Source: an optimization exercise on an open RTL-to-GDS flow (aim: small area and a short achievable clock period). Production flows keep margins and buffers that such runs may drop. Only simulation tests tie the RTL to the original design; equivalence was not proved.

branch amber:
Design CPU, start of the top module:
module CPU(
	input  reset                        ,
	input  clk                          ,
	output [31:0] imem_addr             ,
	input  [31:0] imem_data             ,
	output        dmem_re               ,
	output        dmem_we               ,
	output [31:0] dmem_addr             ,
	output [31:0] dmem_wdata            ,
	input  [31:0] dmem_rdata
);
	integer i;
	reg  [31:0] PC;
	wire [31:0] PC_next;
	wire [31:0] Instruction = imem_data;
	assign imem_addr = PC;
	wire [1:0] PCSrc, RegDst, MemtoReg;
	wire [2:0] Branch;
	wire [3:0] ALUOp;
	wire RegWrite, MemRead, MemWrite, ALUSrc1, ALUSrc2, ExtOp, LuOp;
	Control control1(
		.OpCode   (Instruction[31:26]),
		.Funct    (Instruction[5:0]  ),
		.PCSrc    (PCSrc             ),
		.Branch   (Branch            ),
		.RegWrite (RegWrite          ),
		.RegDst   (RegDst            ),
		.MemRead  (MemRead           ),
		.MemWrite (MemWrite          ),
		.MemtoReg (MemtoReg          ),
		.ALUSrc1  (ALUSrc1           ),
		.ALUSrc2  (ALUSrc2           ),
		.ExtOp    (ExtOp             ),
		.LuOp     (LuOp              ),
		.ALUOp    (ALUOp             ),
		.nop      (Instruction == 32'b0)
	);
  ...
For scale: roughly 160 I/O pins, ~0.086 mm^2 of cells after synthesis.
Settings: LEC_CHECK=0, CAP_MARGIN=0, CORE_MARGIN=2, CORE_UTILIZATION=50, PLACE_DENSITY=0.6, SLEW_MARGIN=0, SYNTH_HIERARCHICAL=1, SYNTH_MINIMUM_KEEP_SIZE=0; clock period 13.0 ns.
standard.sh (not shown) runs the stock make flow with config.mk's settings and CLKGATE_MAP_FILE= SYNTH_SCRIPT=/design/flow/synth_recipe.tcl, a recipe that flattens the netlist after the stock synthesis.
==> flow/flow/run.sh <==
#!/bin/bash
# The standard layout (the standard.sh, with the standard synthesis), with
# two changes to how the layout is optimised; the clock period and the
# constraints are the design's:
# - a larger setup margin for the resizer's timing repair, so that it keeps
#   improving the critical paths beyond what the clock period requires;
# - the port buffers (every input and output still gets one) are buf_4
#   instead of the default clkdlybuf4s50_1 delay cell.
set -euo pipefail
export SETUP_SLACK_MARGIN=8
export BUFFER_PORTS_ARGS="-inputs -outputs -buffer_cell sky130_fd_sc_hd__buf_4"
bash standard.sh > standard_flow.log 2>&1
Per the final summary, branch amber finished and its layout is clean on timing, DRC and antenna.
--- input diff branch amber..branch yarrow ---
# branch amber
export LEC_CHECK = 0
export CAP_MARGIN = 0
export CORE_MARGIN = 2
export CORE_UTILIZATION = 50
export PLACE_DENSITY = 0.6
export SLEW_MARGIN = 0
export SYNTH_HIERARCHICAL = 1
export SYNTH_MINIMUM_KEEP_SIZE = 0
create_clock -name core_clock -period 13.0 [get_ports {clk}]
# branch yarrow
export LEC_CHECK = 0
export CAP_MARGIN = 0
export CORE_MARGIN = 2
export CORE_UTILIZATION = 50
export CTS_BUF_LIST = sky130_fd_sc_hd__clkbuf_8
export CTS_CLUSTER_DIAMETER = 50
export CTS_CLUSTER_SIZE = 14
export PLACE_DENSITY = 0.6
export SLEW_MARGIN = 0
export SYNTH_HIERARCHICAL = 1
export SYNTH_MINIMUM_KEEP_SIZE = 0
create_clock -name core_clock -period 13.0 [get_ports {clk}]
## What came out
As far as synthesized cell count goes, branch yarrow and branch amber are indistinguishable; the numbers are identical.
When branch yarrow is set beside branch amber, its worst-skew pair later-pin latency turns out to be 160 ps larger.
Diff branch amber -> branch yarrow: final instance area now smaller; final core utilization went down 1.3 points; number of post-CTS setup repair buffers shrank by 2.7%; detailed-router iteration count before antenna repair went up 3; maximum operating frequency picked up an extra 2.5%.
On share of post-route cells with drive strength above 1, branch amber tracks branch yarrow almost exactly.
Reported for branch amber and branch yarrow, cell row count turned out identical to the last digit.
The count of non-CTS buffers in the layout of branch yarrow and that of branch amber are within noise of each other.

* * *

CPU, a different RTL version from the one above (not shown whole).
Size in the first run: roughly 88000 sq um of cells after synthesis.
==> flow/config.mk <==
export PLATFORM = sky130hd
export DESIGN_NAME = CPU
export DESIGN_NICKNAME = CPU
export VERILOG_FILES = /design/flow/design.v
export SDC_FILE = /design/flow/constraint.sdc
export NUM_CORES = 4
export LEC_CHECK = 0
export CAP_MARGIN = 0
export CORE_MARGIN = 2
export CORE_UTILIZATION = 50
export CTS_BUF_LIST = sky130_fd_sc_hd__clkbuf_8
export CTS_CLUSTER_DIAMETER = 50
export CTS_CLUSTER_SIZE = 14
export PLACE_DENSITY = 0.6
export SLEW_MARGIN = 0
export SYNTH_HIERARCHICAL = 1
export SYNTH_MINIMUM_KEEP_SIZE = 0
==> flow/constraint.sdc <==
create_clock -name core_clock -period 13.0 [get_ports {clk}]
set_input_delay 2.6000 -clock core_clock [delete_from_list [all_inputs] [get_ports {clk}]]
set_output_delay 2.6000 -clock core_clock [all_outputs]
set_load 0.01 [all_outputs]
Scripts as last shown in full above: flow/flow/run.sh
Then changed:
TNS_END_PERCENT = 20   (was unset)
Effect: Critical path depth does not change. Cell area is lower by 1.3%. Routed wire length hardly moves. Utilization is lower by 0.77 points. Area after synthesis is unchanged. Non-clock buffer count is lower by 94.

* * *

## oak
Another version of the RTL of CPU (not shown whole).
For scale: roughly 6900 cells after synthesis, about 160 I/O pins, ~84000 µm² of cells after synthesis.
export LEC_CHECK = 0
export CAP_MARGIN = 0
export CORE_MARGIN = 2
export CORE_UTILIZATION = 50
export CTS_BUF_LIST = sky130_fd_sc_hd__clkbuf_8
export CTS_CLUSTER_DIAMETER = 50
export CTS_CLUSTER_SIZE = 14
export PLACE_DENSITY = 0.6
export SLEW_MARGIN = 0
export SYNTH_HIERARCHICAL = 1
export SYNTH_MINIMUM_KEEP_SIZE = 0
create_clock -name core_clock -period 13.0 [get_ports {clk}]
==> flow/flow/run.sh <==
#!/bin/bash
# The standard layout (the standard.sh, with the standard synthesis),
# with a larger setup margin for the resizer's timing repair, so that it keeps
# improving the critical paths beyond the clock period's own requirement.
# The clock period and the constraints are the design's.
set -euo pipefail
export SETUP_SLACK_MARGIN=7.5
bash standard.sh > standard_flow.log 2>&1
> inputs changed (oak -> pine)
Settings: CTS_CLUSTER_DIAMETER: 50 -> unset; CTS_BUF_LIST: sky130_fd_sc_hd__clkbuf_8 -> unset; CTS_CLUSTER_SIZE: 14 -> unset.
Results
- pine finished every stage and its layout cleared the timing, DRC and antenna checks.
- oak completed every stage of the flow, and the final layout passed the timing, DRC and antenna checks.
- The wire length on met1 of oak and that of pine are within noise of each other.
- oak has a higher register-to-register path setup slack than pine.
- Density: pine denser than oak
- Taking pine as 1.0, oak lands at 0.77 on clock buffer instance count of the final layout.
- Between pine and oak, the layout buffering overhead excluding clock cells does not differ in any meaningful way.
- From oak to pine the numbers moved as follows: post-route clock period utilization increased 1.3 points; final critical-path setup slack decreased 0.17 ns; sequential share of layout area decreased 0.63 points; total detailed-routing wirelength essentially unchanged.
- In pine, post-detailed-route via-to-cell ratio is higher than in oak.

* * *

Setup of run 1:
Another version of the RTL of CPU (not shown whole).
Size: ~7,000 cells after synthesis, ~1,500 flip-flops, about 160 I/O pins, ~0.086 mm² of cells after synthesis.
export LEC_CHECK = 0
export CAP_MARGIN = 0
export CORE_MARGIN = 2
export CORE_UTILIZATION = 58
export CTS_BUF_LIST = sky130_fd_sc_hd__clkbuf_8
export CTS_CLUSTER_DIAMETER = 50
export CTS_CLUSTER_SIZE = 14
export PLACE_DENSITY = 0.7
export SLEW_MARGIN = 0
export SYNTH_HIERARCHICAL = 1
export SYNTH_MINIMUM_KEEP_SIZE = 0
create_clock -name core_clock -period 13.0 [get_ports {clk}]
==> flow/flow/run.sh <==
#!/bin/bash
# The standard layout (the standard.sh, with the standard synthesis), with
# two changes to how the layout is optimised; the clock period and the
# constraints are the design's:
# - a larger setup margin for the resizer's timing repair, so that it keeps
#   improving the critical paths beyond what the clock period requires;
# - the port buffers (every input and output still gets one) are buf_4
#   instead of the default clkdlybuf4s50_1 delay cell.
set -euo pipefail
export SETUP_SLACK_MARGIN=8
export BUFFER_PORTS_ARGS="-inputs -outputs -buffer_cell sky130_fd_sc_hd__buf_4"
bash standard.sh > standard_flow.log 2>&1
Run 1 finished all stages; the layout is clean.
--- input diff run 1..run 2 ---
Settings: changing PLACE_DENSITY from 0.7 to 0.6; changing CORE_UTILIZATION from 58 to 50.
diff --git a/flow/flow/run.sh b/flow/flow/run.sh
--- a/flow/flow/run.sh
+++ b/flow/flow/run.sh
@@ -8,5 +8,5 @@
 #   instead of the default clkdlybuf4s50_1 delay cell.
 set -euo pipefail
-export SETUP_SLACK_MARGIN=8
+export SETUP_SLACK_MARGIN=8.5
 export BUFFER_PORTS_ARGS="-inputs -outputs -buffer_cell sky130_fd_sc_hd__buf_4"
 bash standard.sh > standard_flow.log 2>&1
Notes after the runs:
Across run 1 and run 2, none had a timing, DRC or antenna violation.
Run 2 against run 1: slack of the critical path went up; I/O pin total flat.
The core of run 2 is less densely filled than that of run 1.
Higher number of standard-cell rows in the floorplan among run 1 and run 2: run 2
From run 2 to run 1, post-synthesis simple-gate area fraction did not move at all.
Taking run 1 as the reference, in run 2 count of clock-buffer cells in the layout shows an increase of about 2.3%, via count decreased by about 0.9% relative to the old numbers, wire length climbed about 5%, area after detailed placement higher.
Core area went up by more than 10% going from run 1 to run 2.
For run 3, these inputs were changed with respect to run 2:
diff --git a/flow/flow/run.sh b/flow/flow/run.sh
--- a/flow/flow/run.sh
+++ b/flow/flow/run.sh
@@ -8,5 +8,5 @@
 #   instead of the default clkdlybuf4s50_1 delay cell.
 set -euo pipefail
-export SETUP_SLACK_MARGIN=8.5
+export SETUP_SLACK_MARGIN=8
 export BUFFER_PORTS_ARGS="-inputs -outputs -buffer_cell sky130_fd_sc_hd__buf_4"
 bash standard.sh > standard_flow.log 2>&1
==> results.txt <==
Run 3: full flow OK, the timing, DRC and antenna checks passed
Diff run 2 -> run 3: non-clock buffer count in the final layout fell by about 13%, setup slack fell by 0.016 ns, worst hold slack after final layout stayed essentially flat.

[port drivers added, routing unchanged]
No port has a modelled driver above. Below, the same layouts with a new extraction and two added sets of constraints. Step 1 assumes that a clkbuf_16 drives the clock port and a buf_2 every other input. Step 2, shift: input delay + t, output delay - t, t = (earliest + latest rising clock arrival at the registers) / 2. This alone moves slack from input paths to output paths. Slacks: ideal ports / drivers / drivers and shift; pairs: ideal ports / drivers.
run	t, ns	setup WS [ns]	hold slack, ns	worst setup path at the end	cell pins on the clock port's net
branch amber	0.919	7.644 / 7.644 / 7.235	0.352 / 0.352 / 0.352	input to register	1
branch yarrow	1.050	7.774 / 7.774 / 7.201	0.358 / 0.358 / 0.358	input to register	1
the first run of note 2	1.031	7.840 / 7.840 / 6.901	0.355 / 0.355 / 0.355	input to register	1
the second run of note 2	1.041	7.718 / 7.718 / 7.016	0.353 / 0.353 / 0.353	input to register	1
oak	1.066	7.270 / 7.270 / 6.588	0.356 / 0.356 / 0.356	input to register	1
pine	0.898	7.098 / 7.098 / 6.868	0.347 / 0.347 / 0.347	input to register	1
run 1	1.030	7.870 / 7.870 / 6.899	0.348 / 0.348 / 0.348	input to register	1
run 2	1.085	7.994 / 7.994 / 7.286	0.354 / 0.354 / 0.354	input to register	1
run 3	1.034	7.978 / 7.978 / 7.070	0.354 / 0.354 / 0.354	input to register	1
After both steps every run listed still meets setup and hold. For run 1, which loses most, drivers alone change the setup slack by 0.000 ns; drivers and shift together by -0.971 ns.
